Background: an optimization exercise with open tools, aiming at small area, a short achievable clock period and few clock cycles per item. Do not read the settings as production practice. No functional check of the RTL was part of any run shown here.

File: flow/design.v
`default_nettype	none
module	slowmpy(i_clk, i_reset, i_stb, i_a, i_b, i_aux, o_busy,
		o_done, o_p, o_aux);
	parameter			LGNA = 6;
	parameter	[LGNA:0]	NA = 33;
	parameter	[0:0]		OPT_SIGNED = 1'b1;
	localparam	NB = NA;	 
	input	wire	i_clk, i_reset;
	input	wire	i_stb;
	input	wire	signed	[(NA-1):0]	i_a;
	input	wire	signed	[(NB-1):0]	i_b;
	input	wire				i_aux;
	output	reg				o_busy, o_done;
	output	reg	signed	[(NA+NB-1):0]	o_p;
	output	reg				o_aux;
	reg	[LGNA-1:0]	count;
	reg	[NA-1:0]	p_a;
	reg	[NB-1:0]	p_b;
	reg	[NA+NB-1:0]	partial;
	reg			aux;
	reg	almost_done;
	wire	pre_done;
	assign	pre_done = (count == 0);
	always @(posedge i_clk)
		almost_done <= (!i_reset)&&(o_busy)&&(pre_done);
	always @(posedge i_clk)
	if (i_reset)
	begin
		aux    <= 0;
		o_done <= 0;
		o_busy <= 0;
	end else if ((!o_busy)&&(i_stb))
	begin
		o_done <= 0;
		o_busy <= 1;
		aux    <= i_aux;
	end else if ((o_busy)&&(almost_done))
	begin
		o_done <= 1;
		o_busy <= 0;
	end else
		o_done <= 0;
	wire	[NA-1:0]	pwire;
	assign	pwire = (p_b[0] ? p_a : 0);
	always @(posedge i_clk)
	if (!o_busy)
	begin
		count <= NA[LGNA-1:0]-1;
		partial <= 0;
		p_a <= i_a;
		p_b <= i_b;
	end else begin
		p_b <= (p_b >> 1);
		partial[NB-2:0] <= partial[NB-1:1];
		if ((OPT_SIGNED)&&(pre_done))
			partial[NA+NB-1:NB-1] <= { 1'b0, partial[NA+NB-1:NB]} +
				{ 1'b0, pwire[NA-1], ~pwire[NA-2:0] };
		else if (OPT_SIGNED)
			partial[NA+NB-1:NB-1] <= {1'b0,partial[NA+NB-1:NB]} +
				{ 1'b0, !pwire[NA-1], pwire[NA-2:0] };
		else
			partial[NA+NB-1:NB-1] <= {1'b0, partial[NA+NB-1:NB]}
				+ ((p_b[0]) ? {1'b0,p_a} : 0);
		count <= count - 1;
	end
	always @(posedge i_clk)
	if (almost_done)
	begin
		if (OPT_SIGNED)
			o_p   <= partial[NA+NB-1:0]
				+ {1'b1,{(NA-2){1'b0}},1'b1, {(NB){1'b0}}};
		else
			o_p   <= partial[NA+NB-1:0];
		o_aux <= aux;
	end
endmodule
`default_nettype	none
module	mpyop(i_clk, i_reset, i_start, i_op, i_a, i_b, o_busy, o_last, o_next);
	localparam	ND = 6, NS = 3;
	localparam	NB = 12;	 
	localparam	R  = 8;	 
	localparam	SW = 46;	 
	input	wire		i_clk, i_reset, i_start;
	input	wire	[1:0]	i_op;	 
	input	wire	[31:0]	i_a, i_b;
	output	wire		o_busy;	 
	output	wire		o_last;	 
	output	wire	[31:0]	o_next;	 
	genvar	i;
	reg	[NS-1:0]	stage;
	reg	[32:0]		r_a;	 
	reg	[33:0]		acc;	 
	reg	[31:0]		bsh;	 
	reg			r_sgn, r_hi;
	reg	[ND-1:0]	d_one, d_two, d_neg;	 
	always @(posedge i_clk)
	if (i_reset)
		stage <= 0;
	else
		stage <= { stage[NS-2:0], i_start };
	assign	o_busy = |stage;
	assign	o_last = stage[NS-1];
	wire	nlast = stage[NS-2];	 
	wire	ext = r_sgn & bsh[R+NB-1];	 
	wire	[NB:0]	nchunk;
	generate for(i=0; i<NB; i=i+1)
	begin : NCHUNK
		if (i < R)
			assign nchunk[i+1] = (i_start) ? i_b[i] : bsh[NB+i];
		else
			assign nchunk[i+1] = (i_start) ? i_b[i]
					: ((nlast) ? ext : bsh[NB+i]);
	end endgenerate
	assign	nchunk[0] = (i_start) ? 1'b0 : bsh[NB-1];
	generate for(i=0; i<ND; i=i+1)
	begin : ENC
		wire	bm = nchunk[2*i];
		wire	b0 = nchunk[2*i+1];
		wire	b1 = nchunk[2*i+2];
		always @(posedge i_clk)
		begin
			d_one[i] <= b0 ^ bm;
			d_two[i] <= (b1 & !b0 & !bm) | (!b1 & b0 & bm);
			d_neg[i] <= b1;
		end
	end endgenerate
	wire	[33:0]	a_x1 = { r_a[32], r_a };
	wire	[33:0]	a_x2 = { r_a, 1'b0 };
	wire	[33:0]	rx	[0:ND-1];
	generate for(i=0; i<ND; i=i+1)
	begin : BOOTH
		wire	[33:0]	pp = ((d_one[i]) ? a_x1 : 34'h0)
				| ((d_two[i]) ? a_x2 : 34'h0);
		wire	[33:0]	row = pp ^ {(34){d_neg[i]}};
		assign	rx[i] = { !row[33], row[32:0] };
	end endgenerate
	wire	[33:0]	rx0 = rx[0];
	wire	[33:0]	rx1 = rx[1];
	wire	[33:0]	rx2 = rx[2];
	wire	[33:0]	rx3 = rx[3];
	wire	[33:0]	rx4 = rx[4];
	wire	[33:0]	rx5 = rx[5];
	wire	[33:0]	acc_in = (stage[0]) ? 34'h0 : acc;
	wire	[33:0]	accx = { !acc_in[33], acc_in[32:0] };
	wire t1 = accx[8] ^ rx0[8];
	wire t2 = accx[8] & rx0[8];
	wire t3 = accx[9] ^ rx0[9];
	wire t4 = accx[9] & rx0[9];
	wire t5 = accx[10] ^ rx0[10] ^ rx1[8];
	wire t6 = (accx[10] & rx0[10]) | (accx[10] & rx1[8]) | (rx0[10] & rx1[8]);
	wire t7 = rx2[6] ^ rx3[4];
	wire t8 = rx2[6] & rx3[4];
	wire t9 = accx[11] ^ rx0[11] ^ rx1[9];
	wire t10 = (accx[11] & rx0[11]) | (accx[11] & rx1[9]) | (rx0[11] & rx1[9]);
	wire t11 = rx2[7] ^ rx3[5];
	wire t12 = rx2[7] & rx3[5];
	wire t13 = accx[12] ^ rx0[12] ^ rx1[10];
	wire t14 = (accx[12] & rx0[12]) | (accx[12] & rx1[10]) | (rx0[12] & rx1[10]);
	wire t15 = rx2[8] ^ rx3[6];
	wire t16 = rx2[8] & rx3[6];
	wire t17 = accx[13] ^ rx0[13] ^ rx1[11];
	wire t18 = (accx[13] & rx0[13]) | (accx[13] & rx1[11]) | (rx0[13] & rx1[11]);
	wire t19 = rx2[9] ^ rx3[7];
	wire t20 = rx2[9] & rx3[7];
	wire t21 = accx[14] ^ rx0[14] ^ rx1[12];
	wire t22 = (accx[14] & rx0[14]) | (accx[14] & rx1[12]) | (rx0[14] & rx1[12]);
	wire t23 = rx2[10] ^ rx3[8];
	wire t24 = rx2[10] & rx3[8];
	wire t25 = accx[15] ^ rx0[15] ^ rx1[13];
	wire t26 = (accx[15] & rx0[15]) | (accx[15] & rx1[13]) | (rx0[15] & rx1[13]);
	wire t27 = rx2[11] ^ rx3[9];
	wire t28 = rx2[11] & rx3[9];
	wire t29 = accx[16] ^ rx0[16] ^ rx1[14];
	wire t30 = (accx[16] & rx0[16]) | (accx[16] & rx1[14]) | (rx0[16] & rx1[14]);
	wire t31 = rx2[12] ^ rx3[10];
	wire t32 = rx2[12] & rx3[10];
	wire t33 = accx[17] ^ rx0[17] ^ rx1[15];
	wire t34 = (accx[17] & rx0[17]) | (accx[17] & rx1[15]) | (rx0[17] & rx1[15]);
	wire t35 = rx2[13] ^ rx3[11];
	wire t36 = rx2[13] & rx3[11];
	wire t37 = accx[18] ^ rx0[18] ^ rx1[16];
	wire t38 = (accx[18] & rx0[18]) | (accx[18] & rx1[16]) | (rx0[18] & rx1[16]);
	wire t39 = rx2[14] ^ rx3[12];
	wire t40 = rx2[14] & rx3[12];
	wire t41 = accx[19] ^ rx0[19] ^ rx1[17];
	wire t42 = (accx[19] & rx0[19]) | (accx[19] & rx1[17]) | (rx0[19] & rx1[17]);
	wire t43 = rx2[15] ^ rx3[13];
	wire t44 = rx2[15] & rx3[13];
	wire t45 = accx[20] ^ rx0[20] ^ rx1[18];
	wire t46 = (accx[20] & rx0[20]) | (accx[20] & rx1[18]) | (rx0[20] & rx1[18]);
	wire t47 = rx2[16] ^ rx3[14];
	wire t48 = rx2[16] & rx3[14];
	wire t49 = accx[21] ^ rx0[21] ^ rx1[19];
	wire t50 = (accx[21] & rx0[21]) | (accx[21] & rx1[19]) | (rx0[21] & rx1[19]);
	wire t51 = rx2[17] ^ rx3[15];
	wire t52 = rx2[17] & rx3[15];
	wire t53 = accx[22] ^ rx0[22] ^ rx1[20];
	wire t54 = (accx[22] & rx0[22]) | (accx[22] & rx1[20]) | (rx0[22] & rx1[20]);
	wire t55 = rx2[18] ^ rx3[16];
	wire t56 = rx2[18] & rx3[16];
	wire t57 = accx[23] ^ rx0[23] ^ rx1[21];
	wire t58 = (accx[23] & rx0[23]) | (accx[23] & rx1[21]) | (rx0[23] & rx1[21]);
	wire t59 = rx2[19] ^ rx3[17];
	wire t60 = rx2[19] & rx3[17];
	wire t61 = accx[24] ^ rx0[24] ^ rx1[22];
	wire t62 = (accx[24] & rx0[24]) | (accx[24] & rx1[22]) | (rx0[24] & rx1[22]);
	wire t63 = rx2[20] ^ rx3[18];
	wire t64 = rx2[20] & rx3[18];
	wire t65 = accx[25] ^ rx0[25] ^ rx1[23];
	wire t66 = (accx[25] & rx0[25]) | (accx[25] & rx1[23]) | (rx0[25] & rx1[23]);
	wire t67 = rx2[21] ^ rx3[19];
	wire t68 = rx2[21] & rx3[19];
	wire t69 = accx[26] ^ rx0[26] ^ rx1[24];
	wire t70 = (accx[26] & rx0[26]) | (accx[26] & rx1[24]) | (rx0[26] & rx1[24]);
	wire t71 = rx2[22] ^ rx3[20];
	wire t72 = rx2[22] & rx3[20];
	wire t73 = accx[27] ^ rx0[27] ^ rx1[25];
	wire t74 = (accx[27] & rx0[27]) | (accx[27] & rx1[25]) | (rx0[27] & rx1[25]);
	wire t75 = rx2[23] ^ rx3[21];
	wire t76 = rx2[23] & rx3[21];
	wire t77 = accx[28] ^ rx0[28] ^ rx1[26];
	wire t78 = (accx[28] & rx0[28]) | (accx[28] & rx1[26]) | (rx0[28] & rx1[26]);
	wire t79 = rx2[24] ^ rx3[22];
	wire t80 = rx2[24] & rx3[22];
	wire t81 = accx[29] ^ rx0[29] ^ rx1[27];
	wire t82 = (accx[29] & rx0[29]) | (accx[29] & rx1[27]) | (rx0[29] & rx1[27]);
	wire t83 = rx2[25] ^ rx3[23];
	wire t84 = rx2[25] & rx3[23];
	wire t85 = accx[30] ^ rx0[30] ^ rx1[28];
	wire t86 = (accx[30] & rx0[30]) | (accx[30] & rx1[28]) | (rx0[30] & rx1[28]);
	wire t87 = rx2[26] ^ rx3[24];
	wire t88 = rx2[26] & rx3[24];
	wire t89 = accx[31] ^ rx0[31] ^ rx1[29];
	wire t90 = (accx[31] & rx0[31]) | (accx[31] & rx1[29]) | (rx0[31] & rx1[29]);
	wire t91 = rx2[27] ^ rx3[25];
	wire t92 = rx2[27] & rx3[25];
	wire t93 = accx[32] ^ rx0[32] ^ rx1[30];
	wire t94 = (accx[32] & rx0[32]) | (accx[32] & rx1[30]) | (rx0[32] & rx1[30]);
	wire t95 = rx2[28] ^ rx3[26];
	wire t96 = rx2[28] & rx3[26];
	wire t97 = accx[33] ^ rx0[33] ^ rx1[31];
	wire t98 = (accx[33] & rx0[33]) | (accx[33] & rx1[31]) | (rx0[33] & rx1[31]);
	wire t99 = rx2[29] ^ rx3[27];
	wire t100 = rx2[29] & rx3[27];
	wire t101 = rx1[32] ^ rx2[30] ^ rx3[28];
	wire t102 = (rx1[32] & rx2[30]) | (rx1[32] & rx3[28]) | (rx2[30] & rx3[28]);
	wire t103 = accx[4] ^ rx0[4];
	wire t104 = accx[4] & rx0[4];
	wire t105 = accx[5] ^ rx0[5];
	wire t106 = accx[5] & rx0[5];
	wire t107 = accx[6] ^ rx0[6] ^ rx1[4];
	wire t108 = (accx[6] & rx0[6]) | (accx[6] & rx1[4]) | (rx0[6] & rx1[4]);
	wire t109 = rx2[2] ^ rx3[0];
	wire t110 = rx2[2] & rx3[0];
	wire t111 = accx[7] ^ rx0[7] ^ rx1[5];
	wire t112 = (accx[7] & rx0[7]) | (accx[7] & rx1[5]) | (rx0[7] & rx1[5]);
	wire t113 = rx2[3] ^ rx3[1];
	wire t114 = rx2[3] & rx3[1];
	wire t115 = t1 ^ rx1[6] ^ rx2[4];
	wire t116 = (t1 & rx1[6]) | (t1 & rx2[4]) | (rx1[6] & rx2[4]);
	wire t117 = rx3[2] ^ rx4[0] ^ d_neg[4];
	wire t118 = (rx3[2] & rx4[0]) | (rx3[2] & d_neg[4]) | (rx4[0] & d_neg[4]);
	wire t119 = t2 ^ t3 ^ rx1[7];
	wire t120 = (t2 & t3) | (t2 & rx1[7]) | (t3 & rx1[7]);
	wire t121 = rx2[5] ^ rx3[3] ^ rx4[1];
	wire t122 = (rx2[5] & rx3[3]) | (rx2[5] & rx4[1]) | (rx3[3] & rx4[1]);
	wire t123 = t4 ^ t5 ^ t7;
	wire t124 = (t4 & t5) | (t4 & t7) | (t5 & t7);
	wire t125 = rx4[2] ^ rx5[0] ^ d_neg[5];
	wire t126 = (rx4[2] & rx5[0]) | (rx4[2] & d_neg[5]) | (rx5[0] & d_neg[5]);
	wire t127 = t6 ^ t8 ^ t9;
	wire t128 = (t6 & t8) | (t6 & t9) | (t8 & t9);
	wire t129 = t11 ^ rx4[3] ^ rx5[1];
	wire t130 = (t11 & rx4[3]) | (t11 & rx5[1]) | (rx4[3] & rx5[1]);
	wire t131 = t10 ^ t12 ^ t13;
	wire t132 = (t10 & t12) | (t10 & t13) | (t12 & t13);
	wire t133 = t15 ^ rx4[4] ^ rx5[2];
	wire t134 = (t15 & rx4[4]) | (t15 & rx5[2]) | (rx4[4] & rx5[2]);
	wire t135 = t14 ^ t16 ^ t17;
	wire t136 = (t14 & t16) | (t14 & t17) | (t16 & t17);
	wire t137 = t19 ^ rx4[5] ^ rx5[3];
	wire t138 = (t19 & rx4[5]) | (t19 & rx5[3]) | (rx4[5] & rx5[3]);
	wire t139 = t18 ^ t20 ^ t21;
	wire t140 = (t18 & t20) | (t18 & t21) | (t20 & t21);
	wire t141 = t23 ^ rx4[6] ^ rx5[4];
	wire t142 = (t23 & rx4[6]) | (t23 & rx5[4]) | (rx4[6] & rx5[4]);
	wire t143 = t22 ^ t24 ^ t25;
	wire t144 = (t22 & t24) | (t22 & t25) | (t24 & t25);
	wire t145 = t27 ^ rx4[7] ^ rx5[5];
	wire t146 = (t27 & rx4[7]) | (t27 & rx5[5]) | (rx4[7] & rx5[5]);
	wire t147 = t26 ^ t28 ^ t29;
	wire t148 = (t26 & t28) | (t26 & t29) | (t28 & t29);
	wire t149 = t31 ^ rx4[8] ^ rx5[6];
	wire t150 = (t31 & rx4[8]) | (t31 & rx5[6]) | (rx4[8] & rx5[6]);
	wire t151 = t30 ^ t32 ^ t33;
	wire t152 = (t30 & t32) | (t30 & t33) | (t32 & t33);
	wire t153 = t35 ^ rx4[9] ^ rx5[7];
	wire t154 = (t35 & rx4[9]) | (t35 & rx5[7]) | (rx4[9] & rx5[7]);
	wire t155 = t34 ^ t36 ^ t37;
	wire t156 = (t34 & t36) | (t34 & t37) | (t36 & t37);
	wire t157 = t39 ^ rx4[10] ^ rx5[8];
	wire t158 = (t39 & rx4[10]) | (t39 & rx5[8]) | (rx4[10] & rx5[8]);
	wire t159 = t38 ^ t40 ^ t41;
	wire t160 = (t38 & t40) | (t38 & t41) | (t40 & t41);
	wire t161 = t43 ^ rx4[11] ^ rx5[9];
	wire t162 = (t43 & rx4[11]) | (t43 & rx5[9]) | (rx4[11] & rx5[9]);
	wire t163 = t42 ^ t44 ^ t45;
	wire t164 = (t42 & t44) | (t42 & t45) | (t44 & t45);
	wire t165 = t47 ^ rx4[12] ^ rx5[10];
	wire t166 = (t47 & rx4[12]) | (t47 & rx5[10]) | (rx4[12] & rx5[10]);
	wire t167 = t46 ^ t48 ^ t49;
	wire t168 = (t46 & t48) | (t46 & t49) | (t48 & t49);
	wire t169 = t51 ^ rx4[13] ^ rx5[11];
	wire t170 = (t51 & rx4[13]) | (t51 & rx5[11]) | (rx4[13] & rx5[11]);
	wire t171 = t50 ^ t52 ^ t53;
	wire t172 = (t50 & t52) | (t50 & t53) | (t52 & t53);
	wire t173 = t55 ^ rx4[14] ^ rx5[12];
	wire t174 = (t55 & rx4[14]) | (t55 & rx5[12]) | (rx4[14] & rx5[12]);
	wire t175 = t54 ^ t56 ^ t57;
	wire t176 = (t54 & t56) | (t54 & t57) | (t56 & t57);
	wire t177 = t59 ^ rx4[15] ^ rx5[13];
	wire t178 = (t59 & rx4[15]) | (t59 & rx5[13]) | (rx4[15] & rx5[13]);
	wire t179 = t58 ^ t60 ^ t61;
	wire t180 = (t58 & t60) | (t58 & t61) | (t60 & t61);
	wire t181 = t63 ^ rx4[16] ^ rx5[14];
	wire t182 = (t63 & rx4[16]) | (t63 & rx5[14]) | (rx4[16] & rx5[14]);
	wire t183 = t62 ^ t64 ^ t65;
	wire t184 = (t62 & t64) | (t62 & t65) | (t64 & t65);
	wire t185 = t67 ^ rx4[17] ^ rx5[15];
	wire t186 = (t67 & rx4[17]) | (t67 & rx5[15]) | (rx4[17] & rx5[15]);
	wire t187 = t66 ^ t68 ^ t69;
	wire t188 = (t66 & t68) | (t66 & t69) | (t68 & t69);
	wire t189 = t71 ^ rx4[18] ^ rx5[16];
	wire t190 = (t71 & rx4[18]) | (t71 & rx5[16]) | (rx4[18] & rx5[16]);
	wire t191 = t70 ^ t72 ^ t73;
	wire t192 = (t70 & t72) | (t70 & t73) | (t72 & t73);
	wire t193 = t75 ^ rx4[19] ^ rx5[17];
	wire t194 = (t75 & rx4[19]) | (t75 & rx5[17]) | (rx4[19] & rx5[17]);
	wire t195 = t74 ^ t76 ^ t77;
	wire t196 = (t74 & t76) | (t74 & t77) | (t76 & t77);
	wire t197 = t79 ^ rx4[20] ^ rx5[18];
	wire t198 = (t79 & rx4[20]) | (t79 & rx5[18]) | (rx4[20] & rx5[18]);
	wire t199 = t78 ^ t80 ^ t81;
	wire t200 = (t78 & t80) | (t78 & t81) | (t80 & t81);
	wire t201 = t83 ^ rx4[21] ^ rx5[19];
	wire t202 = (t83 & rx4[21]) | (t83 & rx5[19]) | (rx4[21] & rx5[19]);
	wire t203 = t82 ^ t84 ^ t85;
	wire t204 = (t82 & t84) | (t82 & t85) | (t84 & t85);
	wire t205 = t87 ^ rx4[22] ^ rx5[20];
	wire t206 = (t87 & rx4[22]) | (t87 & rx5[20]) | (rx4[22] & rx5[20]);
	wire t207 = t86 ^ t88 ^ t89;
	wire t208 = (t86 & t88) | (t86 & t89) | (t88 & t89);
	wire t209 = t91 ^ rx4[23] ^ rx5[21];
	wire t210 = (t91 & rx4[23]) | (t91 & rx5[21]) | (rx4[23] & rx5[21]);
	wire t211 = t90 ^ t92 ^ t93;
	wire t212 = (t90 & t92) | (t90 & t93) | (t92 & t93);
	wire t213 = t95 ^ rx4[24] ^ rx5[22];
	wire t214 = (t95 & rx4[24]) | (t95 & rx5[22]) | (rx4[24] & rx5[22]);
	wire t215 = t94 ^ t96 ^ t97;
	wire t216 = (t94 & t96) | (t94 & t97) | (t96 & t97);
	wire t217 = t99 ^ rx4[25] ^ rx5[23];
	wire t218 = (t99 & rx4[25]) | (t99 & rx5[23]) | (rx4[25] & rx5[23]);
	wire t219 = t98 ^ t100 ^ t101;
	wire t220 = (t98 & t100) | (t98 & t101) | (t100 & t101);
	wire t221 = rx4[26] ^ rx5[24] ^ 1'b1;
	wire t222 = (rx4[26] & rx5[24]) | (rx4[26] & 1'b1) | (rx5[24] & 1'b1);
	wire t223 = t102 ^ rx1[33] ^ rx2[31];
	wire t224 = (t102 & rx1[33]) | (t102 & rx2[31]) | (rx1[33] & rx2[31]);
	wire t225 = rx3[29] ^ rx4[27] ^ rx5[25];
	wire t226 = (rx3[29] & rx4[27]) | (rx3[29] & rx5[25]) | (rx4[27] & rx5[25]);
	wire t227 = rx2[32] ^ rx3[30] ^ rx4[28];
	wire t228 = (rx2[32] & rx3[30]) | (rx2[32] & rx4[28]) | (rx3[30] & rx4[28]);
	wire t229 = rx5[26] ^ 1'b1;
	wire t230 = rx5[26] & 1'b1;
	wire t231 = rx2[33] ^ rx3[31] ^ rx4[29];
	wire t232 = (rx2[33] & rx3[31]) | (rx2[33] & rx4[29]) | (rx3[31] & rx4[29]);
	wire t233 = rx3[32] ^ rx4[30];
	wire t234 = rx3[32] & rx4[30];
	wire t235 = accx[2] ^ rx0[2];
	wire t236 = accx[2] & rx0[2];
	wire t237 = accx[3] ^ rx0[3];
	wire t238 = accx[3] & rx0[3];
	wire t239 = t103 ^ rx1[2] ^ rx2[0];
	wire t240 = (t103 & rx1[2]) | (t103 & rx2[0]) | (rx1[2] & rx2[0]);
	wire t241 = t104 ^ t105 ^ rx1[3];
	wire t242 = (t104 & t105) | (t104 & rx1[3]) | (t105 & rx1[3]);
	wire t243 = t106 ^ t107 ^ t109;
	wire t244 = (t106 & t107) | (t106 & t109) | (t107 & t109);
	wire t245 = t108 ^ t110 ^ t111;
	wire t246 = (t108 & t110) | (t108 & t111) | (t110 & t111);
	wire t247 = t112 ^ t114 ^ t115;
	wire t248 = (t112 & t114) | (t112 & t115) | (t114 & t115);
	wire t249 = t116 ^ t118 ^ t119;
	wire t250 = (t116 & t118) | (t116 & t119) | (t118 & t119);
	wire t251 = t120 ^ t122 ^ t123;
	wire t252 = (t120 & t122) | (t120 & t123) | (t122 & t123);
	wire t253 = t124 ^ t126 ^ t127;
	wire t254 = (t124 & t126) | (t124 & t127) | (t126 & t127);
	wire t255 = t128 ^ t130 ^ t131;
	wire t256 = (t128 & t130) | (t128 & t131) | (t130 & t131);
	wire t257 = t132 ^ t134 ^ t135;
	wire t258 = (t132 & t134) | (t132 & t135) | (t134 & t135);
	wire t259 = t136 ^ t138 ^ t139;
	wire t260 = (t136 & t138) | (t136 & t139) | (t138 & t139);
	wire t261 = t140 ^ t142 ^ t143;
	wire t262 = (t140 & t142) | (t140 & t143) | (t142 & t143);
	wire t263 = t144 ^ t146 ^ t147;
	wire t264 = (t144 & t146) | (t144 & t147) | (t146 & t147);
	wire t265 = t148 ^ t150 ^ t151;
	wire t266 = (t148 & t150) | (t148 & t151) | (t150 & t151);
	wire t267 = t152 ^ t154 ^ t155;
	wire t268 = (t152 & t154) | (t152 & t155) | (t154 & t155);
	wire t269 = t156 ^ t158 ^ t159;
	wire t270 = (t156 & t158) | (t156 & t159) | (t158 & t159);
	wire t271 = t160 ^ t162 ^ t163;
	wire t272 = (t160 & t162) | (t160 & t163) | (t162 & t163);
	wire t273 = t164 ^ t166 ^ t167;
	wire t274 = (t164 & t166) | (t164 & t167) | (t166 & t167);
	wire t275 = t168 ^ t170 ^ t171;
	wire t276 = (t168 & t170) | (t168 & t171) | (t170 & t171);
	wire t277 = t172 ^ t174 ^ t175;
	wire t278 = (t172 & t174) | (t172 & t175) | (t174 & t175);
	wire t279 = t176 ^ t178 ^ t179;
	wire t280 = (t176 & t178) | (t176 & t179) | (t178 & t179);
	wire t281 = t180 ^ t182 ^ t183;
	wire t282 = (t180 & t182) | (t180 & t183) | (t182 & t183);
	wire t283 = t184 ^ t186 ^ t187;
	wire t284 = (t184 & t186) | (t184 & t187) | (t186 & t187);
	wire t285 = t188 ^ t190 ^ t191;
	wire t286 = (t188 & t190) | (t188 & t191) | (t190 & t191);
	wire t287 = t192 ^ t194 ^ t195;
	wire t288 = (t192 & t194) | (t192 & t195) | (t194 & t195);
	wire t289 = t196 ^ t198 ^ t199;
	wire t290 = (t196 & t198) | (t196 & t199) | (t198 & t199);
	wire t291 = t200 ^ t202 ^ t203;
	wire t292 = (t200 & t202) | (t200 & t203) | (t202 & t203);
	wire t293 = t204 ^ t206 ^ t207;
	wire t294 = (t204 & t206) | (t204 & t207) | (t206 & t207);
	wire t295 = t208 ^ t210 ^ t211;
	wire t296 = (t208 & t210) | (t208 & t211) | (t210 & t211);
	wire t297 = t212 ^ t214 ^ t215;
	wire t298 = (t212 & t214) | (t212 & t215) | (t214 & t215);
	wire t299 = t216 ^ t218 ^ t219;
	wire t300 = (t216 & t218) | (t216 & t219) | (t218 & t219);
	wire t301 = t220 ^ t222 ^ t223;
	wire t302 = (t220 & t222) | (t220 & t223) | (t222 & t223);
	wire t303 = t224 ^ t226 ^ t227;
	wire t304 = (t224 & t226) | (t224 & t227) | (t226 & t227);
	wire t305 = t228 ^ t230 ^ t231;
	wire t306 = (t228 & t230) | (t228 & t231) | (t230 & t231);
	wire t307 = t232 ^ t233 ^ rx5[28];
	wire t308 = (t232 & t233) | (t232 & rx5[28]) | (t233 & rx5[28]);
	wire t309 = t234 ^ rx3[33] ^ rx4[31];
	wire t310 = (t234 & rx3[33]) | (t234 & rx4[31]) | (rx3[33] & rx4[31]);
	wire t311 = rx4[32] ^ rx5[30];
	wire t312 = rx4[32] & rx5[30];
	wire t313 = accx[0] ^ rx0[0];
	wire t314 = accx[0] & rx0[0];
	wire t315 = accx[1] ^ rx0[1];
	wire t316 = accx[1] & rx0[1];
	wire t317 = t235 ^ rx1[0] ^ d_neg[1];
	wire t318 = (t235 & rx1[0]) | (t235 & d_neg[1]) | (rx1[0] & d_neg[1]);
	wire t319 = t236 ^ t237 ^ rx1[1];
	wire t320 = (t236 & t237) | (t236 & rx1[1]) | (t237 & rx1[1]);
	wire t321 = t238 ^ t239 ^ d_neg[2];
	wire t322 = (t238 & t239) | (t238 & d_neg[2]) | (t239 & d_neg[2]);
	wire t323 = t240 ^ t241 ^ rx2[1];
	wire t324 = (t240 & t241) | (t240 & rx2[1]) | (t241 & rx2[1]);
	wire t325 = t242 ^ t243 ^ d_neg[3];
	wire t326 = (t242 & t243) | (t242 & d_neg[3]) | (t243 & d_neg[3]);
	wire t327 = t244 ^ t245 ^ t113;
	wire t328 = (t244 & t245) | (t244 & t113) | (t245 & t113);
	wire t329 = t246 ^ t247 ^ t117;
	wire t330 = (t246 & t247) | (t246 & t117) | (t247 & t117);
	wire t331 = t248 ^ t249 ^ t121;
	wire t332 = (t248 & t249) | (t248 & t121) | (t249 & t121);
	wire t333 = t250 ^ t251 ^ t125;
	wire t334 = (t250 & t251) | (t250 & t125) | (t251 & t125);
	wire t335 = t252 ^ t253 ^ t129;
	wire t336 = (t252 & t253) | (t252 & t129) | (t253 & t129);
	wire t337 = t254 ^ t255 ^ t133;
	wire t338 = (t254 & t255) | (t254 & t133) | (t255 & t133);
	wire t339 = t256 ^ t257 ^ t137;
	wire t340 = (t256 & t257) | (t256 & t137) | (t257 & t137);
	wire t341 = t258 ^ t259 ^ t141;
	wire t342 = (t258 & t259) | (t258 & t141) | (t259 & t141);
	wire t343 = t260 ^ t261 ^ t145;
	wire t344 = (t260 & t261) | (t260 & t145) | (t261 & t145);
	wire t345 = t262 ^ t263 ^ t149;
	wire t346 = (t262 & t263) | (t262 & t149) | (t263 & t149);
	wire t347 = t264 ^ t265 ^ t153;
	wire t348 = (t264 & t265) | (t264 & t153) | (t265 & t153);
	wire t349 = t266 ^ t267 ^ t157;
	wire t350 = (t266 & t267) | (t266 & t157) | (t267 & t157);
	wire t351 = t268 ^ t269 ^ t161;
	wire t352 = (t268 & t269) | (t268 & t161) | (t269 & t161);
	wire t353 = t270 ^ t271 ^ t165;
	wire t354 = (t270 & t271) | (t270 & t165) | (t271 & t165);
	wire t355 = t272 ^ t273 ^ t169;
	wire t356 = (t272 & t273) | (t272 & t169) | (t273 & t169);
	wire t357 = t274 ^ t275 ^ t173;
	wire t358 = (t274 & t275) | (t274 & t173) | (t275 & t173);
	wire t359 = t276 ^ t277 ^ t177;
	wire t360 = (t276 & t277) | (t276 & t177) | (t277 & t177);
	wire t361 = t278 ^ t279 ^ t181;
	wire t362 = (t278 & t279) | (t278 & t181) | (t279 & t181);
	wire t363 = t280 ^ t281 ^ t185;
	wire t364 = (t280 & t281) | (t280 & t185) | (t281 & t185);
	wire t365 = t282 ^ t283 ^ t189;
	wire t366 = (t282 & t283) | (t282 & t189) | (t283 & t189);
	wire t367 = t284 ^ t285 ^ t193;
	wire t368 = (t284 & t285) | (t284 & t193) | (t285 & t193);
	wire t369 = t286 ^ t287 ^ t197;
	wire t370 = (t286 & t287) | (t286 & t197) | (t287 & t197);
	wire t371 = t288 ^ t289 ^ t201;
	wire t372 = (t288 & t289) | (t288 & t201) | (t289 & t201);
	wire t373 = t290 ^ t291 ^ t205;
	wire t374 = (t290 & t291) | (t290 & t205) | (t291 & t205);
	wire t375 = t292 ^ t293 ^ t209;
	wire t376 = (t292 & t293) | (t292 & t209) | (t293 & t209);
	wire t377 = t294 ^ t295 ^ t213;
	wire t378 = (t294 & t295) | (t294 & t213) | (t295 & t213);
	wire t379 = t296 ^ t297 ^ t217;
	wire t380 = (t296 & t297) | (t296 & t217) | (t297 & t217);
	wire t381 = t298 ^ t299 ^ t221;
	wire t382 = (t298 & t299) | (t298 & t221) | (t299 & t221);
	wire t383 = t300 ^ t301 ^ t225;
	wire t384 = (t300 & t301) | (t300 & t225) | (t301 & t225);
	wire t385 = t302 ^ t303 ^ t229;
	wire t386 = (t302 & t303) | (t302 & t229) | (t303 & t229);
	wire t387 = t304 ^ t305 ^ rx5[27];
	wire t388 = (t304 & t305) | (t304 & rx5[27]) | (t305 & rx5[27]);
	wire t389 = t306 ^ t307 ^ 1'b1;
	wire t390 = (t306 & t307) | (t306 & 1'b1) | (t307 & 1'b1);
	wire t391 = t308 ^ t309 ^ rx5[29];
	wire t392 = (t308 & t309) | (t308 & rx5[29]) | (t309 & rx5[29]);
	wire t393 = t310 ^ t311 ^ 1'b1;
	wire t394 = (t310 & t311) | (t310 & 1'b1) | (t311 & 1'b1);
	wire t395 = t312 ^ rx4[33] ^ rx5[31];
	wire t396 = (t312 & rx4[33]) | (t312 & rx5[31]) | (rx4[33] & rx5[31]);
	wire t397 = rx5[32] ^ 1'b1;
	wire t398 = rx5[32] & 1'b1;
	wire	[SW-1:0]	tx = { 1'b1, 1'b1, t398, t396, t394, t392, t390, t388, t386, t384, t382, t380, t378, t376, t374, t372, t370, t368, t366, t364, t362, t360, t358, t356, t354, t352, t350, t348, t346, t344, t342, t340, t338, t336, t334, t332, t330, t328, t326, t324, t322, t320, t318, t316, t314, t313 };
	wire	[SW-1:0]	ty = { 1'b0, 1'b0, rx5[33], t397, t395, t393, t391, t389, t387, t385, t383, t381, t379, t377, t375, t373, t371, t369, t367, t365, t363, t361, t359, t357, t355, t353, t351, t349, t347, t345, t343, t341, t339, t337, t335, t333, t331, t329, t327, t325, t323, t321, t319, t317, t315, d_neg[0] };
	wire	[SW-1:0]	rsum = tx + ty;
	always @(posedge i_clk)
	if (i_start)
	begin
		r_a   <= { i_op[0] & i_a[31], i_a };
		bsh   <= i_b;
		r_sgn <= i_op[0];
		r_hi  <= i_op[1];
	end else
		bsh   <= { rsum[NB-1:0], bsh[31:NB] };
	always @(posedge i_clk)
		acc   <= rsum[NB+33:NB];
	assign	o_next = (r_hi) ? rsum[R+31:R] : { rsum[R-1:0], bsh[31:R] };
endmodule
`default_nettype	none
module	cpuops(i_clk,i_reset, i_stb, i_op, i_a, i_b, o_c, o_f, o_valid,
			o_busy);
	input	wire	i_clk, i_reset, i_stb;
	input	wire	[3:0]	i_op;
	input	wire	[31:0]	i_a, i_b;
	output	reg	[31:0]	o_c;
	output	wire	[3:0]	o_f;
	output	reg		o_valid;
	output	wire		o_busy;
	reg	c, pre_sign, set_ovfl, keep_sgn_on_ovfl;
	wire	this_is_a_multiply_op;
	assign	this_is_a_multiply_op = (i_stb)&&((i_op[3:1]==3'h5)||(i_op[3:0]==4'hc));
	wire		mpybusy, mpylast;
	wire	[31:0]	mpy_next;
	mpyop	thempy(i_clk, i_reset, this_is_a_multiply_op, i_op[1:0],
		i_a, i_b, mpybusy, mpylast, mpy_next);
	wire	[31:0]	alu;
	wire		alu_c;
	aluop	thealu(i_op, i_a, i_b, alu, alu_c);
	always @(posedge i_clk)
	begin
		pre_sign <= i_a[31];
		c <= i_stb & alu_c;
		set_ovfl <= i_stb && (((i_op==4'h0)&&(i_a[31] != i_b[31]))
			||((i_op==4'h2)&&(i_a[31] == i_b[31]))
			||(i_op == 4'h6)
			||(i_op == 4'h5));
		keep_sgn_on_ovfl <= i_stb &&
			(((i_op==4'h0)&&(i_a[31] != i_b[31]))
			||((i_op==4'h2)&&(i_a[31] == i_b[31])));
		o_c <= (i_stb) ? alu : mpy_next;
	end
	assign	o_busy = mpybusy;
	wire	z = (o_c == 32'h0000);
	wire	n = (o_c[31]);
	wire	v = (set_ovfl)&&(pre_sign != o_c[31]);
	wire	vx = (keep_sgn_on_ovfl)&&(pre_sign != o_c[31]);
	assign	o_f = { v, n^vx, c, z };
	always @(posedge i_clk)
	if (i_reset)
		o_valid <= 1'b0;
	else
		o_valid <=((i_stb)&&(!this_is_a_multiply_op))||(mpylast);
endmodule
module	aluop(i_op, i_a, i_b, o_r, o_c);
	input	wire	[3:0]	i_op;
	input	wire	[31:0]	i_a, i_b;
	output	reg	[31:0]	o_r;
	output	reg		o_c;
	genvar	k;
	wire		sub = (i_op == 4'h0);
	wire	[32:0]	sum = { 1'b0, i_a } + { 1'b0, i_b ^ {(32){sub}} }
				+ { 32'h0, sub };
	wire		c_add = sum[32] ^ sub;
	wire	[31:0]	a_rev, b_rev;
	generate for(k=0; k<32; k=k+1)
	begin : REV
		assign	a_rev[k] = i_a[31-k];
		assign	b_rev[k] = i_b[31-k];
	end endgenerate
	wire		lsl  = (i_op[1:0] == 2'b10);	 
	wire		fill = (i_op[1:0] == 2'b11) & i_a[31];
	wire		big  = (|i_b[31:6]) || (i_b[5] && (i_b[4:0] != 0));
	wire	[32:0]	sh_in = { (lsl) ? a_rev : i_a, 1'b0 };
	wire	signed	[33:0]	sh_x = { fill, sh_in };
	wire	[33:0]	sh_y = sh_x >>> i_b[4:0];
	wire	[32:0]	sh_r = (big) ? {(33){fill}}
				: ((i_b[5]) ? { {(32){fill}}, sh_in[32] } : sh_y[32:0]);
	wire	[31:0]	sh_rev;
	generate for(k=0; k<32; k=k+1)
	begin : SREV
		assign	sh_rev[k] = sh_r[32-k];
	end endgenerate
	always @(*)
	begin
		o_c = 1'b0;
		case(i_op)
		4'h0: begin o_r = sum[31:0]; o_c = c_add; end
		4'h1: o_r = i_a & i_b;
		4'h2: begin o_r = sum[31:0]; o_c = c_add; end
		4'h3: o_r = i_a | i_b;
		4'h4: o_r = i_a ^ i_b;
		4'h5: begin o_r = sh_r[32:1]; o_c = sh_r[0]; end
		4'h6: begin o_r = sh_rev;     o_c = sh_r[0]; end
		4'h7: begin o_r = sh_r[32:1]; o_c = sh_r[0]; end
		4'h8: o_r = b_rev;
		4'h9: o_r = { i_a[31:16], i_b[15:0] };
		default: o_r = i_b;
		endcase
	end
endmodule
File: flow/run.sh
#!/bin/bash
# synth_recipe.tcl (not shown) runs the flow's synth.tcl, then flattens the netlist and writes it again
# the make line also repeats each setting of config.mk as NAME=value (left out here)
make -C /OpenROAD-flow-scripts/flow DESIGN_CONFIG=/design/flow/config.mk WORK_HOME=/design/flow/orfs CLKGATE_MAP_FILE= SYNTH_SCRIPT=/design/flow/synth_recipe.tcl finish
File: flow/config.mk
export PLATFORM = sky130hd
export DESIGN_NAME = cpuops
export DESIGN_NICKNAME = cpuops
export VERILOG_FILES = /design/flow/design.v
export SDC_FILE = /design/flow/constraint.sdc
export NUM_CORES = 4
export LEC_CHECK = 0
export CAP_MARGIN = 20
export CORE_MARGIN = 2
export CORE_UTILIZATION = 40
export SETUP_SLACK_MARGIN = 3
export SLEW_MARGIN = 20
File: flow/constraint.sdc
create_clock -name core_clock -period 10.0 [get_ports {i_clk}]
set_input_delay 2.0000 -clock core_clock [delete_from_list [all_inputs] [get_ports {i_clk}]]
set_output_delay 2.0000 -clock core_clock [all_outputs]
set_load 0.01 [all_outputs]
==> results of run 1 <==
-- worst reg2reg max path, cell delays in order (launching register included) --
cell and delay, ns:
dfxtp_1 0.70, buf_4 0.42, nor2b_1 0.12, fa_1 0.49, fa_1 0.55, inv_1 0.06, fa_1 0.54, inv_1 0.06
fa_1 0.47, ha_1 0.40, and3_1 0.22, o2111ai_1 0.13, a21oi_1 0.23, o31ai_1 0.16, a31oi_1 0.37, a21boi_1 0.24
o21ai_0 0.76, a41oi_1 0.26, xnor2_1 0.18
-- cells by family (layout without fill, tap and decap cells) --
kind of cell	Yosys count	count (layout)	synth area share, %
flops	151	151	14.6
xor+xnor	307	307	11.6
mux	110	110	6.98
simple gates	565	565	11.5
fa+ha+maj	335	335	23.2
buf+inv	497	461	8.34
compound gates	803	803	23.7
-- state kept, by name, summed over array words and instances, names as in the netlist --
signal            flops
thempy.r_hi           1
c                     1
thempy.acc           34
thempy.stage          3
pre_sign              1
thempy.r_a           33
o_c                  32
set_ovfl              1
keep_sgn_on_ovfl      1
thempy.d_two          6
thempy.d_neg          2
o_valid               1
thempy.r_sgn          1
thempy.d_one          6
thempy.bsh           28
-- cell usage after synthesis, types with 16 or more instances --
cell,n
o22ai_1,18
buf_1,24
o211ai_1,23
a22oi_1,218
a21oi_1,146
a31oi_1,24
nor3_1,33
a21o_1,45
nand4_1,17
mux2_2,20
a221oi_1,32
inv_1,263
nand3_1,41
nor4_1,16
xor2_1,79
xnor2_1,228
o21ai_0,136
clkbuf_1,186
edfxtp_1,35
nand2_1,221
fa_1,157
nor2_1,111
mux4_2,35
ha_1,178
mux2i_1,52
dfxtp_1,116
nor2b_1,47
a211oi_1,25
-- per-stage QoR --
| stage | util (%) | setup slack (ns) | cells |
|---|---|---|---|
| finish | 44.1 | 3.41 | 3497 |
| global route | 44.1 | 3.12 | 3497 |
| CTS | 44.1 | 3.48 | 3497 |
| detailed placement | 43.0 | 3.04 | 3465 |
| global placement | 43.0 | 3.10 | 3465 |
| floorplan | - | 4.33 | 2768 |
-- layer usage --
layer	vias up	share of wire, %
li1	9705	-
met1	11000	40
met2	1315	44
met3	267	9.1
met4	2	6.7
met5	-	0.017
-- how the worst max path moves through the flow --
stage                            start                endpoint  cells after the start
6_report                       i_op[3]               c$_DFF_P_                     14
3_5_place_dp                   i_op[3]               c$_DFF_P_                     14
5_1_grt                        i_op[3]               c$_DFF_P_                     15
4_1_cts        thempy.d_one[1]$_DFF_P_  thempy.acc[29]$_DFF_P_                     18
3_3_place_gp                   i_op[3]               c$_DFF_P_                     14
2_1_floorplan    thempy.bsh[1]$_DFF_P_  thempy.acc[32]$_DFF_P_                     20
-- area by class of cell --
class	count	area, sq um
clock inverter	13	150
tap	765	957
clock buffer	19	464
inverter	269	1010
fill	5725	32100
timing repair buffer	160	1460
sequential	151	3390
multi-input combinational	2120	17800
==> key figures, run 1 <==
Clocking
  – CTS tree: done
  – Clk sinks: roughly 150
  – CTS Buffer Depth: 2
  – Post-CTS Setup Repair Bufs: 0
  – Num CTS Buffers: 17
  – Reg clk slew, reported paths: 0.07 ns
  – Post_cts resized: 0
  – Htree depth: 4
  – Root Driver: clkbuf_16
  – Worst skew pair latency: about 0.45 ns
  – Hold buffers post-CTS: 0

Global routing
  – Grt total ovfl: 0
  – Initial antenna violation count: 8
  – Vias in the first global route: ~22000
  – Total track usage: around 34%
  – GR peak layer: met2
  – Met3 GRT Util: under 10%
  – GRT met2 Usage: 52.5%
  – Largest net degree at the start of global routing: 55
  – Global Route met1 Usage: about 44%
  – First-pass GRT wire length: approximately 150000 um

Timing
  – Worst slew margin: a little under a quarter
  – Hold_ws: about 0.47 ns
  – Worst-margin pin slew: around 1.1 ns
  – Final setup fails: 0
  – Tmin final: 6.59 ns
  – Fin crit share: ~66%
  – RSZ-0062 raised after global routing: no
  – Setup_tns: 0 ns
  – Final-report hold violation count: 0
  – Final Max Tran Viols: 0
  – Clock Skew: roughly 0.014 ns
  – Fmax: around 0.15 GHz

Placed design
  – DP Area: 0.0247 sq mm
  – GP Congestion: around 1.0
  – PortBufs: between 100 and 150
  – Post-detail-place hpwl: just under 80000 um

Critical path
  – CP Capture Type: register
  – Crit-path slowest cell: clkdlybuf4s50_1
  – Worst EP arrival: between 6 and 7 ns
  – Reg2reg setup slack: ~3.5 ns
  – Crit-path most repeated cell: o21ai_0
  – CP cell instances: clkdlybuf4s50_1 > nor4_4 > buf_4 > xnor2_1 > ha_1 > a211oi_1 > nor2_1 > o21ai_0 > o21ai_1 > nand3_1 > a31oi_1 > o21ai_0 > mux2i_1 > a311o_1
  – CP required: 10.34 ns
  – Crit-path max cell delay: approximately 0.86 ns
  – Crit Path Category: in2reg
  – Worst path bufs/invs: 2
  – Crit Path Max Fanout: 33
  – Reg2Reg Launch Point: thempy.stage[0]$_SDFF_PP0_
  – R2r endpoint: thempy.acc[29]$_DFF_P_
  – Reg2Reg Depth: 18
  – Critical path's top delay family: compound AO/OA/AOI/OAI gates
  – CP Launch Type: input port

Floorplanning
  – Die Y-Extent: between 200 and 250 um
  – Row cnt: 88
  – Starting Density: around 40%
  – Core box area: 0.0574 sq mm
  – DIE WIDTH: about 240 um
  – Die Footprint: approximately 0.06 sq mm
  – I/O Pins: between 100 and 150

Detailed routing
  – Final WL: approximately 100000 um
  – Vias per cell: roughly 6.4
  – Number of remaining DRC errors: 0
  – Vias: 22300
  – TritonRoute pass-1 iters: 6
  – Final ANT Viol Nets: 0
  – Routed WL per cell: ~29 um
  – Number of DRC markers in iteration 0: approximately 2500

Logic synthesis
  – Area share of the largest cell type after synthesis: 13.6%
  – Area leader, netlist: fa_1
  – EDFF count, synth: 35
  – Ranking of synthesized cells by area: fa_1, dfxtp_1, ha_1
  – Syn_nets: roughly 3200
  – Synthesized area per cell: around 8.4 sq um
  – Yosys cell types: 84
  – Ys Warns: 3
  – Post-synth top flop: dfxtp_1
  – Yosys reg bits: 151
  – Sequential area share after synthesis: between 10% and 20%
  – Post-Syn Area: 0.0231 sq mm
  – Post-Synthesis Cells: 2768
  – Post-synth ARST share: 0%

Layout
  – Most common cell after layout, fill and taps aside: inv_1
  – Layout cell share with drive strength beyond 1: under 10%
  – Layout net count: 3125
  – Commonest cells after routing, fill and taps aside: inv_1, xnor2_1, nand2_1, a22oi_1, ha_1
  – Design area: 0.0253 sq mm
  – Ant diodes: 0
  – Area growth, synth to finish: 9.37%

Run status
  – Status: timing/DRC/antenna clean

Job
  – Max-cap violation count: 0

Hold path
  – Hold Path Sink: o_valid$_SDFF_PP0_
  – Min-delay worst type: reg2reg
  – Hold path depth: 2
  – Hold path start: thempy.stage[2]$_SDFF_PP0_
==> run 2: changes to the inputs <==
--- a/flow/config.mk
+++ b/flow/config.mk
@@ -9,4 +9,4 @@
 export CORE_MARGIN = 2
 export CORE_UTILIZATION = 40
-export SETUP_SLACK_MARGIN = 3
+export SETUP_SLACK_MARGIN = 4
 export SLEW_MARGIN = 20
==> run 2 against run 1 <==
Compared with the run above:
- sequential share of layout area shrank 0.16 points
- clock skew is 0.00058 ns lower
- synthesized area unchanged
- synthesized cell count unchanged
- final cell count rose by 0.69%
- worst hold slack barely moved
- register-to-register slack better by 0.64 ns
==> key figures, run 2 <==
Logic synthesis
  – Area share of the largest cell type after synthesis: 13.6% (unchanged)
  – Post-Syn Area: 0.0231 sq mm (unchanged)
  – Synthesized area per cell: 8.35 sq um (unchanged)
  – Sequential area share after synthesis: 14.6% (unchanged)
  – Yosys reg bits: 151 (unchanged)
  – Post-Synthesis Cells: 2768 (unchanged)
  – Ranking of synthesized cells by area: fa_1, dfxtp_1, ha_1
  – EDFF count, synth: 35 (unchanged)
  – Post-synth top flop: dfxtp_1
  – Top cells by count, synth: inv_1, xnor2_1, nand2_1
  – Yosys cell types: 84 (unchanged)
  – Area leader, netlist: fa_1
  – Ys Warns: 3 (unchanged)
  – Top-count cell post-synth: inv_1
  – Syn_nets: 3174 (unchanged)
  – Post-synth ARST share: 0% (unchanged)

Layout
  – End-of-flow core utilization: 44.7% (+0.66 points)
  – Max reg flops: 34 (unchanged)
  – Most common cell after layout, fill and taps aside: inv_1
  – Multi-input logic area: 0.0180 sq mm (+0.79%)
  – Register area: 0.00340 sq mm (+0.26%)
  – Top reg by flops: thempy.acc
  – Non-Filler Instances: 3521 (+0.69%)
  – Fill cells: 5690 (-0.61%)
  – Layout net count: 3146 (+0.67%)
  – Largest regs: thempy.acc x34, thempy.r_a x33, o_c x32
  – Layout cell share with drive strength beyond 1: 8.25% (+1.6 points)
  – Commonest cells after routing, fill and taps aside: inv_1, xnor2_1, nand2_1, a22oi_1, ha_1
  – Area growth, synth to finish: 11.0%
  – Design area: 0.0257 sq mm (+1.5%)

Detailed routing
  – Final WL: 102000 um (+0.50%)
  – Number of DRC markers in iteration 0: 2703 (+7.6%)
  – Vias per cell: 6.36 (-0.41%)
  – Final ANT Viol Nets: 0 (unchanged)
  – Routed WL per cell: 29.0 um (-0.18%)
  – Number of remaining DRC errors: 0 (unchanged)
  – TritonRoute pass-1 iters: 6 (unchanged)
  – Vias: 22400 (+0.27%)

Timing
  – Final Max Tran Viols: 0 (unchanged)
  – Worst slew margin: 21.7% (-1.9 points)
  – Tmin final: 5.88 ns (-0.712 ns)
  – Post-route worst setup slack: 4.12 ns (+0.712 ns)
  – Fmax: 0.170 GHz (+12%)
  – Final setup fails: 0 (unchanged)
  – RSZ-0062 raised after global routing: yes
  – Clock Skew: 0.0138 ns (-0.000581 ns)
  – Worst-margin pin slew: 1.16 ns (+0.0165 ns)
  – Setup_tns: 0 ns (unchanged)
  – Hold_ws: 0.466 ns (+0.000173 ns)
  – Fin crit share: 58.8% (-7.1 points)
  – Final-report hold violation count: 0 (unchanged)

Critical path
  – Crit Path Category: in2reg
  – Worst EP arrival: 6.18 ns (-0.75 ns)
  – CP required: 10.30 ns (-0.04 ns)
  – Crit Path Max Fanout: 23 (-30%)
  – CP Capture Type: register
  – CP Launch Type: input port
  – Reg2reg setup slack: 4.18 ns (+0.64 ns)

Floorplanning
  – Die Footprint: 0.0597 sq mm (unchanged)
  – DIE WIDTH: 244 um (unchanged)
  – Die Y-Extent: 244 um (unchanged)
  – I/O Pins: 109 (unchanged)
  – Core box area: 0.0574 sq mm (unchanged)
  – Row cnt: 88 (unchanged)
  – Starting Density: 40.3% (unchanged)

Placed design
  – DP Area: 0.0247 sq mm (unchanged)
  – GP Congestion: 1.05 (unchanged)
  – Placed cells: 3465 (unchanged)
  – PortBufs: 108 (unchanged)
  – Post-detail-place hpwl: 77300 um (unchanged)
  – Worst slack, placed: 3.04 ns (unchanged)

Global routing
  – Initial antenna violation count: 8 (unchanged)
  – Largest net degree at the start of global routing: 55 (unchanged)
  – Grt total ovfl: 0 (unchanged)
  – First-pass GRT wire length: 150000 um (+0.26%)
  – Total track usage: 34.0% (+0.13 points)
  – Vias in the first global route: 22000 (+0.61%)

Clocking
  – Htree depth: 4 (unchanged)
  – Worst skew pair latency: 0.45 ns (about the same)
  – Clk sinks: 151 (unchanged)
  – CTS Buffer Depth: 2 (unchanged)
  – Num CTS Buffers: 17 (unchanged)
  – CTS tree: done
  – Root Driver: clkbuf_16
  – Reg clk slew, reported paths: 0.07 ns (about the same)

Job
  – Max-cap violation count: 0 (unchanged)

Hold path
  – Min-delay worst type: reg2reg

Run status
  – Status: timing/DRC/antenna clean
[run 2: cell counts after synthesis]
No cell type changed its count.
[run 2: critical path, cell delays in order]
cell             delay [ns]
clkdlybuf4s50_1        0.45
buf_4                  0.29
nor2b_2                0.60
buf_4                  0.36
mux4_2                 0.55
nand2_1                0.08
a22oi_1                0.17
mux2i_1                0.74
nor2_1                 0.08
o31ai_1                0.37
a22o_1                 0.35
a21oi_1                0.11
[run 2: metal layers]
layer / track usage (%) / vias up / wire length [um]
met5: 0 / - / 13
met4: 19.5 / 2 / 6940
met3: 5.97 / 281 / 9270
met2: 52.9 / 1338 / 44800
met1: 44.3 / 11000 / 41100
li1: - / 9757 / -
[run 2: layout make-up]
type	count	share of cell area [%]
multi-input cells	2120	70.1
flip-flops and latches	151	13.2
repair buffers	181	6.55
inverters	269	3.95
well taps	765	3.73
clock buffers	19	1.81
clock inverters	13	0.585
diodes	3	0.0293
[run 2: logic make-up after synthesis]
family	Yosys count	share of synthesized area, %
XOR/XNOR	307	11.6
flip-flops	151	14.6
AND/OR/NAND/NOR	565	11.5
buffers and inverters	497	8.34
AO/OA/AOI/OAI	803	23.7
adder cells (fa/ha/maj)	335	23.2
multiplexers	110	6.98
[run 2: final timing paths]
path,from,endpoint,depth (start not counted)
worst min-delay path,thempy.stage[2]$_SDFF_PP0_,o_valid$_SDFF_PP0_,2
worst max-delay path,i_op[1],o_c[2]$_DFF_P_,12
worst max register to register,thempy.r_a[22]$_DFFE_PP_,o_c[27]$_DFF_P_,17
worst min register to register,thempy.stage[2]$_SDFF_PP0_,o_valid$_SDFF_PP0_,2
[run 2: what timing repair did]
item	in CTS	in global routing
buffers inserted	19	2
resized for setup	22	34
endpoints found under the setup margin	26	29
hold endpoints to repair	0	0
pin swaps	0	3
hold buffers	0	0
==> run 3: changes to the inputs <==
--- a/flow/config.mk
+++ b/flow/config.mk
@@ -9,4 +9,4 @@
 export CORE_MARGIN = 2
 export CORE_UTILIZATION = 40
-export SETUP_SLACK_MARGIN = 4
+export SETUP_SLACK_MARGIN = 5
 export SLEW_MARGIN = 20
==> run 3 against run 2 <==
Compared with the run above:
- highest routed layer unchanged
- utilization rose by 6.2 points
- clock skew rose by 0.0079 ns
- routed wire length rose by 10%
- global-route usage rose by 2.4 points
- critical path depth rose by 7
- flip-flop and latch count did not move
- still clean
- largest cell class unchanged
==> key figures, run 3 <==
Run status
  – Status: timing/DRC/antenna clean

Detailed routing
  – Met2 wire len: 50700 um (+13%)
  – Top Metal Used: met5
  – Number of DRC markers in iteration 0: 3033 (+12%)
  – Routed WL per cell: 30.6 um (+5.3%)
  – Wire length on met1: 42100 um (+2.4%)
  – Routed met3 length: 11700 um (+27%)
  – Final WL: 112000 um (+10%)
  – TritonRoute pass-1 iters: 7 (+1)
  – Vias per cell: 6.52 (+2.6%)
  – Final ANT Viol Nets: 0 (unchanged)
  – Vias: 24000 (+7.2%)
  – Number of remaining DRC errors: 0 (unchanged)

Logic synthesis
  – Post-synth top flop: dfxtp_1
  – Synthesized area per cell: 8.35 sq um (unchanged)
  – Syn_nets: 3174 (unchanged)
  – Area leader, netlist: fa_1
  – Ys Warns: 3 (unchanged)
  – EDFF count, synth: 35 (unchanged)
  – Post-Syn Area: 0.0231 sq mm (unchanged)
  – Area share of the largest cell type after synthesis: 13.6% (unchanged)
  – Yosys reg bits: 151 (unchanged)
  – Top-count cell post-synth: inv_1
  – Post-Synthesis Cells: 2768 (unchanged)
  – Post-synth ARST share: 0% (unchanged)
  – Sequential area share after synthesis: 14.6% (unchanged)
  – Top cells by count, synth: inv_1, xnor2_1, nand2_1
  – Ranking of synthesized cells by area: fa_1, dfxtp_1, ha_1
  – Yosys cell types: 84 (unchanged)

Layout
  – Design area: 0.0292 sq mm (+14%)
  – Layout cell share with drive strength beyond 1: 21.5% (+13 points)
  – Max reg flops: 34 (unchanged)
  – Non-Filler Instances: 3680 (+4.5%)
  – Fill cells: 5321 (-6.5%)
  – Register area: 0.00340 sq mm (+0.22%)
  – Multi-input logic area: 0.0198 sq mm (+9.8%)
  – Area growth, synth to finish: 26.3%
  – Top reg by flops: thempy.acc
  – Largest regs: thempy.acc x34, thempy.r_a x33, o_c x32
  – Commonest cells after routing, fill and taps aside: inv_1, nand2_1, xnor2_1, a22oi_1, buf_4
  – Most common cell after layout, fill and taps aside: inv_1
  – End-of-flow core utilization: 50.9% (+6.2 points)
  – Layout net count: 3304 (+5.0%)

Timing
  – Final Max Tran Viols: 0 (unchanged)
  – Final setup fails: 0 (unchanged)
  – Worst-margin pin slew: 1.12 ns (-0.0415 ns)
  – Hold_ws: 0.456 ns (-0.00991 ns)
  – Setup_tns: 0 ns (unchanged)
  – Fmax: 0.181 GHz (+6.6%)
  – Final-report hold violation count: 0 (unchanged)
  – Tmin final: 5.52 ns (-0.363 ns)
  – RSZ-0062 raised after global routing: yes
  – Fin crit share: 55.2% (-3.6 points)
  – Post-route worst setup slack: 4.48 ns (+0.363 ns)
  – Worst slew margin: 25.3% (+3.6 points)
  – Clock Skew: 0.0217 ns (+0.00788 ns)

Critical path
  – CP required: 10.34 ns (+0.04 ns)
  – CP Capture Type: register
  – Crit Path Category: reg2reg
  – Crit Path Max Fanout: 7 (-70%)
  – CP Launch Type: register
  – Worst EP arrival: 5.86 ns (-0.32 ns)

Clocking
  – CTS Buffer Depth: 2 (unchanged)
  – CTS tree: done
  – Num CTS Buffers: 17 (unchanged)
  – Reg clk slew, reported paths: 0.07 ns (about the same)
  – Htree depth: 4 (unchanged)
  – Root Driver: clkbuf_16
  – Worst skew pair latency: 0.46 ns (about the same)
  – Clk sinks: 151 (unchanged)

Global routing
  – Largest net degree at the start of global routing: 55 (unchanged)
  – Grt total ovfl: 0 (unchanged)
  – First-pass GRT wire length: 160000 um (+6.7%)
  – Initial antenna violation count: 10 (+2)
  – Total track usage: 36.4% (+2.4 points)
  – Vias in the first global route: 23100 (+5.1%)

Floorplanning
  – DIE WIDTH: 244 um (unchanged)
  – Starting Density: 40.3% (unchanged)
  – Die Footprint: 0.0597 sq mm (unchanged)
  – Core box area: 0.0574 sq mm (unchanged)
  – Row cnt: 88 (unchanged)
  – Die Y-Extent: 244 um (unchanged)
  – I/O Pins: 109 (unchanged)

Placed design
  – Post-detail-place hpwl: 77600 um (+0.50%)
  – Worst slack, placed: 3.48 ns (+0.440 ns)
  – Placed cells: 3463 (-0.058%)
  – GP Congestion: 1.06 (+0.95%)
  – PortBufs: 108 (unchanged)
  – DP Area: 0.0249 sq mm (+1.0%)

Hold path
  – Min-delay worst type: reg2reg

Job
  – Max-cap violation count: 0 (unchanged)
run 3: path summary, 6_finish.rpt:
check	end	from	depth (start not counted)	slack, ns
min	thempy.bsh[15]$_DFF_P_	thempy.bsh[27]$_DFF_P_	2	0.46
max reg2reg	o_c[26]$_DFF_P_	thempy.d_one[1]$_DFF_P_	19	4.48
min reg2reg	thempy.bsh[15]$_DFF_P_	thempy.bsh[27]$_DFF_P_	2	0.46
max	o_c[26]$_DFF_P_	thempy.d_one[1]$_DFF_P_	19	4.48
run 3: cells by family (layout without fill, tap and decap cells):
kind of cell	Yosys count	in the layout	share of synthesized area [%]
and+or+nand+nor	565	566	11.5
muxes	110	110	6.98
other	0	5	0
AOI/OAI and AO/OA	803	803	23.7
xor gates and xnor gates	307	307	11.6
buffers and inverters	497	638	8.34
DFF	151	151	14.6
adders and majority gates	335	335	23.2
run 3: layer usage:
| layer | global-route usage (%) | up-vias |
|---|---|---|
| li1 | - | 10100 |
| met1 | 46.2 | 11900 |
| met2 | 57.3 | 1634 |
| met3 | 6.82 | 368 |
| met4 | 22.1 | 8 |
| met5 | 0 | - |
run 3: layout make-up:
class / instances / area share [%]
Sequential cell: 151 / 11.7
Clock buffer: 24 / 1.68
Clock inverter: 7 / 0.313
Tap cell: 765 / 3.28
Inverter: 269 / 3.55
Timing Repair Buffer: 338 / 11.8
Multi-Input combinational cell: 2121 / 67.7
Antenna cell: 5 / 0.0429
run 3: what timing repair did:
item / CTS / global route
gates resized for setup: 302 / 142
pin swaps: 136 / 75
cloned: 8 / 3
setup buffers: 125 / 45
setup endpoints to repair: 69 / 54
hold buffers: 0 / 0
run 3: critical path: stages (launching register included):
cell and delay [ns]:
dfxtp_4 0.45, buf_12 0.18, a22oi_1 0.12, xnor2_1 0.31, fa_1 0.50, fa_1 0.55
inv_1 0.05, fa_1 0.53, inv_1 0.05, fa_1 0.50, ha_4 0.31, nand2_4 0.12
nor2_1 0.08, nand2_2 0.12, o32ai_4 0.12, nor3_4 0.27, o21ai_4 0.09, a221o_2 0.48
xor2_4 0.23, a211o_1 0.31

==> port drivers added, routing unchanged <==
No port has a modelled driver above. Below, the same layouts with a new extraction and two added sets of constraints. Step 1 (the two cells are an assumption about what drives the block):
set clk [get_ports {i_clk}]
set_driving_cell -lib_cell sky130_fd_sc_hd__clkbuf_16 $clk
set_driving_cell -lib_cell sky130_fd_sc_hd__buf_2 [delete_from_list [all_inputs] $clk]
Step 2 adds t to the input delays and takes it off the output delays; t is the mean of the earliest and latest rising clock arrival at the registers after step 1. Input paths then give back, and output paths get back, about the clock's delay inside the block. Three values: no drivers, after step 1, after step 2; two values: the first two.
run	t (ns)	slack for setup (ns)	clock arrival spread, ns
run 1	0.507	3.406 / 3.442 / 2.935	0.014 / 0.014
run 2	0.505	4.119 / 4.155 / 3.650	0.013 / 0.014
run 3	0.512	4.482 / 4.482 / 4.326	0.021 / 0.022
After both steps setup and hold are still met in every run listed. The setup slack of run 1, which loses most, moves by +0.036 ns with the drivers and by -0.471 ns with both steps.
